Source: an optimization exercise on an open RTL-to-GDS flow (aim: small area, a short achievable clock period and few clock cycles per item). Production flows keep margins and buffers that such runs may drop.
In this exercise RTL edits were held to simulation tests only and were not proved equivalent to the original.
The clock input has no modelled driver; a real chip could not lean on it and would need a root buffer or a full tree.
Power figures rest on the tool's default switching activity, not on a simulated workload.

Design cordic_sin_cos, start of the top module:
module cordic_sin_cos(
    input       wire        clk,
    input       wire        rst_n,
    input       wire        clk_vld,
    input       wire        soft_rst,
    input       wire        trig,
    output      reg         vld,
    input       wire  [9:0] a,
    output      reg  signed [12:0]  cosa3_latch,
    output      reg  signed [12:0]  sina3_latch
);
==> flow/config.mk <==
export PLATFORM = sky130hd
export DESIGN_NAME = cordic_sin_cos
export DESIGN_NICKNAME = cordic_sin_cos
export VERILOG_FILES = /design/flow/design.v
export SDC_FILE = /design/flow/constraint.sdc
export NUM_CORES = 4
export LEC_CHECK = 0
export ABC_AREA = 1
export CAP_MARGIN = 20
export CORE_MARGIN = 2
export CORE_UTILIZATION = 30
export SETUP_SLACK_MARGIN = 1.7
export SLEW_MARGIN = 20
export SYNTH_MEMORY_MAX_BITS = 65536
==> flow/constraint.sdc <==
create_clock -name core_clock -period 5.5 [get_ports {clk}]
set_input_delay 1.1000 -clock core_clock [delete_from_list [all_inputs] [get_ports {clk}]]
set_output_delay 1.1000 -clock core_clock [all_outputs]
set_load 0.01 [all_outputs]
standard.sh (not shown) runs the stock make flow with config.mk's settings and CLKGATE_MAP_FILE= SYNTH_SCRIPT=/design/flow/synth_recipe.tcl, a recipe that flattens the netlist after the stock synthesis.
==> flow/flow/run.sh <==
#!/bin/bash
# The standard layout (standard.sh) run with a copy of the ORFS scripts
# and these changes:
# - synthesis does not extract half/full adders into adder cells
#   (ADDER_MAP_FILE empty); ABC maps all the logic;
# - the port buffers are sky130_fd_sc_hd__buf_2 cells;
# - clock distribution: instead of an H-tree (two levels of clkbuf_16 for
#   12 registers), flow/clock_buffer.tcl inserts one clkbuf_8 at the
#   centroid of the registers, driving all their clock pins.
# make's output goes to make.log here; ORFS writes each step's log under
# orfs/logs/.
set -euo pipefail
W=$(pwd)
S="$W/scripts_own"
rm -rf "$S"
cp -r "$FLOW_HOME/scripts" "$S"
cp "$W/flow/clock_buffer.tcl" "$S/clock_buffer.tcl"
sed -i 's%^log_cmd clock_tree_synthesis {\*}$cts_args%source $::env(SCRIPTS_DIR)/clock_buffer.tcl%' "$S/cts.tcl"
grep -q "clock_buffer.tcl" "$S/cts.tcl"
EXTRA="SCRIPTS_DIR=$S ADDER_MAP_FILE= BUFFER_PORTS_ARGS='-buffer_cell sky130_fd_sc_hd__buf_2' CLOCK_BUFFER_CELL=sky130_fd_sc_hd__clkbuf_8 CLOCK_PORT=clk"
sed "s#CLKGATE_MAP_FILE= #CLKGATE_MAP_FILE= $EXTRA #" standard.sh > standard_own.sh
grep -q "SCRIPTS_DIR=$S" standard_own.sh
bash standard_own.sh > "$W/make.log" 2>&1
==> flow/flow/clock_buffer.tcl <==
# Clock distribution for a design with few registers: one clock buffer,
# placed at the centroid of the registers, drives every clock pin.
set block [ord::get_db_block]
set sx 0
set sy 0
set n 0
foreach inst [$block getInsts] {
  if { [[$inst getMaster] isSequential] } {
    set loc [$inst getLocation]
    set sx [expr { $sx + [lindex $loc 0] }]
    set sy [expr { $sy + [lindex $loc 1] }]
    incr n
  }
}
set dbu [$block getDbUnitsPerMicron]
set cx [expr { $sx / $n / double($dbu) }]
set cy [expr { $sy / $n / double($dbu) }]
puts "clock buffer at ($cx, $cy), driving $n registers"
log_cmd insert_buffer -buffer_cell $::env(CLOCK_BUFFER_CELL) -net $::env(CLOCK_PORT) \
  -location [list $cx $cy] -buffer_name clkbuf_root -net_name clknet_root
set_propagated_clock [all_clocks]
The baseline completed with no timing, DRC or antenna violations.
Testbench counts at the start, summed over its fixed seeds: cycles 3,200, items 3,200.
Next try:
--- a/flow/flow/run.sh
+++ b/flow/flow/run.sh
@@ -6,0 +7,2 @@
+# - timing repair only removes buffers, sizes cells up and swaps pins
+#   (SETUP_MOVE_SEQUENCE), so it does not grow the design with buffers;
@@ -20 +22 @@
-EXTRA="SCRIPTS_DIR=$S ADDER_MAP_FILE= BUFFER_PORTS_ARGS='-buffer_cell sky130_fd_sc_hd__buf_2' CLOCK_BUFFER_CELL=sky130_fd_sc_hd__clkbuf_8 CLOCK_PORT=clk"
+EXTRA="SCRIPTS_DIR=$S ADDER_MAP_FILE= BUFFER_PORTS_ARGS='-buffer_cell sky130_fd_sc_hd__buf_2' CLOCK_BUFFER_CELL=sky130_fd_sc_hd__clkbuf_8 CLOCK_PORT=clk SETUP_MOVE_SEQUENCE=unbuffer,sizeup,swap"
- The changed run passed the timing, design-rule and antenna checks
- worst hold slack barely changes
- power goes up slightly
- cell area goes down slightly
- clock power stays flat
- fmax goes down slightly
Next try:
--- a/flow/flow/run.sh
+++ b/flow/flow/run.sh
@@ -7,2 +6,0 @@
-# - timing repair only removes buffers, sizes cells up and swaps pins
-#   (SETUP_MOVE_SEQUENCE), so it does not grow the design with buffers;
@@ -22 +20 @@
-EXTRA="SCRIPTS_DIR=$S ADDER_MAP_FILE= BUFFER_PORTS_ARGS='-buffer_cell sky130_fd_sc_hd__buf_2' CLOCK_BUFFER_CELL=sky130_fd_sc_hd__clkbuf_8 CLOCK_PORT=clk SETUP_MOVE_SEQUENCE=unbuffer,sizeup,swap"
+EXTRA="SCRIPTS_DIR=$S ADDER_MAP_FILE= BUFFER_PORTS_ARGS='-buffer_cell sky130_fd_sc_hd__buf_2' CLOCK_BUFFER_CELL=sky130_fd_sc_hd__clkbuf_8 CLOCK_PORT=clk"
CORE_UTILIZATION = 40   (was 30)
SETUP_SLACK_MARGIN = 1.5   (was 1.7)
Via count rises by 1.8%.
Worst setup slack degrades by 67 ps.
Critical path depth does not change.
Sequential power falls by about 4%.
Wire length falls by 1.0%.
In every run of this note, the design's own scripts or RTL, not TritonCTS, make the clock network.

* * *

cordic_sin_cos again, from the RTL that the note above started with.
Settings: LEC_CHECK=0, ABC_AREA=1, CAP_MARGIN=20, CORE_MARGIN=2, CORE_UTILIZATION=30, SETUP_SLACK_MARGIN=1.3, SLEW_MARGIN=20, SYNTH_MEMORY_MAX_BITS=65536; clock period 5.5 ns.
==> flow/flow/run.sh <==
#!/bin/bash
# The standard layout (standard.sh) run with a copy of the ORFS scripts
# and these changes:
# - synthesis does not extract half/full adders into adder cells
#   (ADDER_MAP_FILE empty); ABC maps all the logic;
# - the port buffers are sky130_fd_sc_hd__buf_2 cells;
# - clock distribution: instead of an H-tree (two levels of clkbuf_16 for
#   12 registers), flow/clock_buffer.tcl inserts one clkbuf_8 at the
#   centroid of the registers, driving all their clock pins.
# make's output goes to make.log here; ORFS writes each step's log under
# orfs/logs/.
set -euo pipefail
W=$(pwd)
S="$W/scripts_own"
rm -rf "$S"
cp -r "$FLOW_HOME/scripts" "$S"
cp "$W/flow/clock_buffer.tcl" "$S/clock_buffer.tcl"
sed -i 's%^log_cmd clock_tree_synthesis {\*}$cts_args%source $::env(SCRIPTS_DIR)/clock_buffer.tcl%' "$S/cts.tcl"
grep -q "clock_buffer.tcl" "$S/cts.tcl"
EXTRA="SCRIPTS_DIR=$S ADDER_MAP_FILE= BUFFER_PORTS_ARGS='-buffer_cell sky130_fd_sc_hd__buf_2' CLOCK_BUFFER_CELL=sky130_fd_sc_hd__clkbuf_8 CLOCK_PORT=clk"
sed "s#CLKGATE_MAP_FILE= #CLKGATE_MAP_FILE= $EXTRA #" standard.sh > standard_own.sh
grep -q "SCRIPTS_DIR=$S" standard_own.sh
bash standard_own.sh > "$W/make.log" 2>&1
Scripts as last shown in full above: flow/flow/clock_buffer.tcl
Testbench counts at the start, summed over its fixed seeds: cycles 3,200, items 3,200.
Next try:
--- a/flow/flow/run.sh
+++ b/flow/flow/run.sh
@@ -6,0 +7,2 @@
+# - timing repair only removes buffers, sizes cells up and swaps pins
+#   (SETUP_MOVE_SEQUENCE), so it does not grow the design with buffers;
@@ -20 +22 @@
-EXTRA="SCRIPTS_DIR=$S ADDER_MAP_FILE= BUFFER_PORTS_ARGS='-buffer_cell sky130_fd_sc_hd__buf_2' CLOCK_BUFFER_CELL=sky130_fd_sc_hd__clkbuf_8 CLOCK_PORT=clk"
+EXTRA="SCRIPTS_DIR=$S ADDER_MAP_FILE= BUFFER_PORTS_ARGS='-buffer_cell sky130_fd_sc_hd__buf_2' CLOCK_BUFFER_CELL=sky130_fd_sc_hd__clkbuf_8 CLOCK_PORT=clk SETUP_MOVE_SEQUENCE=unbuffer,sizeup,swap"
--- a/flow/config.mk
+++ b/flow/config.mk
@@ -12 +12 @@
-export SETUP_SLACK_MARGIN = 1.3
+export SETUP_SLACK_MARGIN = 2.0
Result:
- The new run ran to the end with no violations
- area after synthesis is unchanged
- wire length hardly moves
- sequential cell count is unchanged
- clock power is about the same
- setup slack gains 0.29 ns
Next try:
--- a/flow/flow/run.sh
+++ b/flow/flow/run.sh
@@ -7,2 +6,0 @@
-# - timing repair only removes buffers, sizes cells up and swaps pins
-#   (SETUP_MOVE_SEQUENCE), so it does not grow the design with buffers;
@@ -22 +20 @@
-EXTRA="SCRIPTS_DIR=$S ADDER_MAP_FILE= BUFFER_PORTS_ARGS='-buffer_cell sky130_fd_sc_hd__buf_2' CLOCK_BUFFER_CELL=sky130_fd_sc_hd__clkbuf_8 CLOCK_PORT=clk SETUP_MOVE_SEQUENCE=unbuffer,sizeup,swap"
+EXTRA="SCRIPTS_DIR=$S ADDER_MAP_FILE= BUFFER_PORTS_ARGS='-buffer_cell sky130_fd_sc_hd__buf_2' CLOCK_BUFFER_CELL=sky130_fd_sc_hd__clkbuf_8 CLOCK_PORT=clk"
--- a/flow/config.mk
+++ b/flow/config.mk
@@ -11,2 +11,2 @@
-export CORE_UTILIZATION = 30
-export SETUP_SLACK_MARGIN = 2.0
+export CORE_UTILIZATION = 20
+export SETUP_SLACK_MARGIN = 1.5
What happened:
- The changed run completed without violations
- design area is lower by 3.6%
- routed wire length is higher by 7.5%
- global-route usage is lower by 9.9 points
- total power is lower by 2.9%
- first-iteration DRC count is lower by 19%
- worst setup slack loses 0.17 ns
- combinational power is lower by 3.4%
Next try:
--- a/flow/flow/run.sh
+++ b/flow/flow/run.sh
@@ -6,0 +7,2 @@
+# - wire parasitics are estimated 25% higher (flow/setRC_own.tcl) while
+#   the layout is repaired;
@@ -19,0 +22,3 @@
+cp "$W/flow/setRC_own.tcl" "$S/setRC_own.tcl"
+sed -i 's%$::env(PLATFORM_DIR)/setRC.tcl%$::env(SCRIPTS_DIR)/setRC_own.tcl%' "$S/load.tcl" "$S/detail_place.tcl"
+grep -q "setRC_own.tcl" "$S/load.tcl"
==> flow/flow/setRC_own.tcl (new file) <==
# sky130hd setRC.tcl with wire capacitance and resistance raised by 25%,
# so that repair sees the delays the routed layout shows.
# correlateRC.py gcd,ibex,aes,jpeg,chameleon,riscv32i,chameleon_hier
# cap units pf/um
set_layer_rc -layer li1 -capacitance 1.873750e-04 -resistance 8.970000e-02
set_layer_rc -layer met1 -capacitance 2.154688e-04 -resistance 1.116125e-03
set_layer_rc -layer met2 -capacitance 1.702913e-04 -resistance 1.116125e-03
set_layer_rc -layer met3 -capacitance 2.687025e-04 -resistance 1.958750e-04
set_layer_rc -layer met4 -capacitance 1.851600e-04 -resistance 1.958750e-04
set_layer_rc -layer met5 -capacitance 1.926087e-04 -resistance 2.226250e-05
# end correlate

set_layer_rc -via mcon -resistance 9.249146E-3
set_layer_rc -via via -resistance 4.5E-3
set_layer_rc -via via2 -resistance 3.368786E-3
set_layer_rc -via via3 -resistance 0.376635E-3
set_layer_rc -via via4 -resistance 0.00580E-3

set_wire_rc -signal -layer met1
set_wire_rc -clock -layer met3
--- a/flow/config.mk
+++ b/flow/config.mk
@@ -11,2 +11,2 @@
-export CORE_UTILIZATION = 20
-export SETUP_SLACK_MARGIN = 1.5
+export CORE_UTILIZATION = 30
+export SETUP_SLACK_MARGIN = 1.3
After rerunning:
- worst setup slack gains 0.015 ns
- hold slack barely changes
- routed wire length climbs by 1.1%
- synthesized area is unchanged
- sequential power is about the same
- synthesized cell count stays the same
- clock skew does not change
- global-route usage climbs by 12 points
- utilization climbs by 12 points
Next try:
--- a/flow/flow/run.sh
+++ b/flow/flow/run.sh
@@ -3 +3 @@
-# and these changes:
+# and three changes:
@@ -7,2 +6,0 @@
-# - wire parasitics are estimated 25% higher (flow/setRC_own.tcl) while
-#   the layout is repaired;
@@ -22,3 +19,0 @@
-cp "$W/flow/setRC_own.tcl" "$S/setRC_own.tcl"
-sed -i 's%$::env(PLATFORM_DIR)/setRC.tcl%$::env(SCRIPTS_DIR)/setRC_own.tcl%' "$S/load.tcl" "$S/detail_place.tcl"
-grep -q "setRC_own.tcl" "$S/load.tcl"
--- a/flow/config.mk
+++ b/flow/config.mk
@@ -12 +12 @@
-export SETUP_SLACK_MARGIN = 1.3
+export SETUP_SLACK_MARGIN = 1.5
removed: flow/flow/setRC_own.tcl
Setup slack gains 0.070 ns.
Area after synthesis stays the same.
Cell count decreases slightly.
Combinational power goes down by a few percent.
Die area is unchanged.
Critical path depth decreases by 2.
Clock skew is unchanged.
Hold slack barely changes.
Global-route usage came out lower by 2.3 points.
Power fell by a few percent.
Routed wire length goes down by a little under a tenth.
In every run of this note, the design's own scripts or RTL, not TritonCTS, make the clock network.

* * *

## old
Another version of the RTL of cordic_sin_cos (not shown whole).
Size in the first run: ~1000 cells after synthesis, about 12 flip-flops, roughly 0.0050 mm2 of cells after synthesis.
export LEC_CHECK = 0
export ABC_AREA = 1
export CAP_MARGIN = 20
export CORE_MARGIN = 2
export CORE_UTILIZATION = 40
export SLEW_MARGIN = 20
export SYNTH_MEMORY_MAX_BITS = 65536
create_clock -name core_clock -period 5.5 [get_ports {clk}]
==> flow/flow/run.sh <==
#!/bin/bash
# The standard layout, except for synthesis: the same synthesis script,
# but ABC maps the logic with flow/abc.script, and half/full adders are not
# extracted into adder cells (ADDER_MAP_FILE empty).
set -euo pipefail
W=$(pwd)
rm -rf "$W/scripts_own"
cp -r "$FLOW_HOME/scripts" "$W/scripts_own"
cp "$W/flow/abc.script" "$W/scripts_own/abc_area.script"
sed "s#CLKGATE_MAP_FILE= #CLKGATE_MAP_FILE= SCRIPTS_DIR=$W/scripts_own ADDER_MAP_FILE= #" standard.sh > synth_own.sh
grep -q "SCRIPTS_DIR=$W/scripts_own" synth_own.sh
bash synth_own.sh synth > "$W/synth.log" 2>&1
bash standard.sh > "$W/layout.log" 2>&1
==> flow/flow/abc.script <==
strash
dch
map -B 0.9
topo
stime -c
buffer -c
upsize -c
dnsize -c
old reached the final stage; the timing, design-rule and antenna checks on its layout passed.
Testbench counts of old, summed over its fixed seeds: cycles 3,200, items 3,200.
Setup changes, old to new
==> flow/run.sh (new file) <==
#!/bin/bash
# synth_recipe.tcl (not shown) runs the flow's synth.tcl, then flattens the netlist and writes it again
# the make line also repeats each setting of config.mk as NAME=value (left out here)
make -C /OpenROAD-flow-scripts/flow DESIGN_CONFIG=/design/flow/config.mk WORK_HOME=/design/flow/orfs CLKGATE_MAP_FILE= SYNTH_SCRIPT=/design/flow/synth_recipe.tcl finish
diff --git a/flow/config.mk b/flow/config.mk
--- a/flow/config.mk
+++ b/flow/config.mk
@@ -10,3 +10,4 @@
 export CORE_MARGIN = 2
-export CORE_UTILIZATION = 40
+export CORE_UTILIZATION = 50
+export SETUP_SLACK_MARGIN = 2.0
 export SLEW_MARGIN = 20
removed: flow/flow/run.sh
removed: flow/flow/abc.script
removed: flow/standard.sh
--- outcome ---
[compare] base=old new=new: total power per unit cell area fell about 8%; sequential share of cell area fell 1.4 points; fraction of power consumed by combinational cells rose 9.1 points; number of global-route vias before repair rose 1789.
new finished every step from synthesis to the final layout, and the layout passed the timing, design-rule and antenna checks.
Comparing new against old, there is no change at all in count of buffers from port buffering.
[new] fmax rose 27% relative to old
new ended with more average cell area after synthesis than old.
new vs old on pre-CTS setup slack: new is the higher one.

* * *

north:
cordic_sin_cos again, from the RTL that the note above started with.
==> flow/config.mk <==
export PLATFORM = sky130hd
export DESIGN_NAME = cordic_sin_cos
export DESIGN_NICKNAME = cordic_sin_cos
export VERILOG_FILES = /design/flow/design.v
export SDC_FILE = /design/flow/constraint.sdc
export NUM_CORES = 4
export LEC_CHECK = 0
export ABC_AREA = 1
export CAP_MARGIN = 20
export CORE_MARGIN = 2
export CORE_UTILIZATION = 40
export SLEW_MARGIN = 20
export SYNTH_MEMORY_MAX_BITS = 65536
==> flow/constraint.sdc <==
create_clock -name core_clock -period 5.5 [get_ports {clk}]
set_input_delay 1.1000 -clock core_clock [delete_from_list [all_inputs] [get_ports {clk}]]
set_output_delay 1.1000 -clock core_clock [all_outputs]
set_load 0.01 [all_outputs]
run.sh (not shown) runs the stock make flow with config.mk's settings and CLKGATE_MAP_FILE= SYNTH_SCRIPT=/design/flow/synth_recipe.tcl, a recipe that flattens the netlist after the stock synthesis.
Stock flow here: none of the scripts above is used.
north completed end to end with timing, DRC and antenna clean.
Testbench counts of north, summed over its fixed seeds: cycles 3,200, items 3,200.
diff inputs: north => south
--- a/flow/config.mk
+++ b/flow/config.mk
@@ -11 +11 @@
-export CORE_UTILIZATION = 40
+export CORE_UTILIZATION = 50
Findings:
south finished every step from synthesis to the final layout, and the layout passed the timing, design-rule and antenna checks. In the flow results for south and north, the relative slew slack is smaller on south. Of south and north, the higher maximum number of pins on one net before global-route repair belongs to north. south has post-synthesis to final-layout area growth below what north had. Floorplan check, south vs north: die outline smaller in south. Re number of search-and-repair iterations in the first detailed-routing pass: north was higher than south. From north to south the numbers moved as follows: placer's final routability congestion estimate fell by 1.1%; peak clock frequency supported by timing rose by 6.5 MHz; post-route cell area fell by 130 sq um; total number of vias stayed essentially flat. [compare] base=north new=south: sequential group power level; total power shows a reduction of about 6%.

-- separate check: timing with driven ports --
Ports are ideal in the flow. The routed layouts listed here were re-timed in OpenROAD.
Step 1 assumes that a clkbuf_16 drives the clock port and a buf_2 every other input.
Step 2 moves the port delays by t, midway between the first and last clock arrival at a register: inputs arrive t later, outputs are due t later. That takes back most of the time a late clock gives input paths.
Three values: no drivers, after step 1, after step 2; two values: the first two.
run	t (ns)	setup WS [ns]	hold WS [ns]	worst setup path after step 2
the first run of note 1	0.162	1.724 / 1.702 / 1.863	0.489 / 0.489 / 0.489	register to output
the second run of note 1	0.162	1.648 / 1.626 / 1.787	0.489 / 0.489 / 0.489	register to output
the third run of note 1	0.162	1.581 / 1.558 / 1.719	0.484 / 0.484 / 0.484	register to output
the first run of note 2	0.162	1.380 / 1.358 / 1.520	0.489 / 0.489 / 0.489	register to output
the second run of note 2	0.162	1.670 / 1.648 / 1.809	0.489 / 0.489 / 0.489	register to output
the third run of note 2	0.167	1.499 / 1.476 / 1.643	0.489 / 0.489 / 0.489	register to output
the fourth run of note 2	0.169	1.514 / 1.491 / 1.659	0.489 / 0.489 / 0.489	register to output
the fifth run of note 2	0.161	1.584 / 1.562 / 1.723	0.489 / 0.489 / 0.489	register to output
old	0.265	0.340 / 0.313 / 0.578	0.489 / 0.489 / 0.489	register to output
new	0.267	1.422 / 1.398 / 1.665	0.489 / 0.489 / 0.489	register to output
north	0.260	0.190 / 0.165 / 0.425	0.510 / 0.510 / 0.510	register to output
south	0.273	0.366 / 0.343 / 0.616	0.493 / 0.493 / 0.493	register to output
After both steps setup and hold are still met in every run listed.
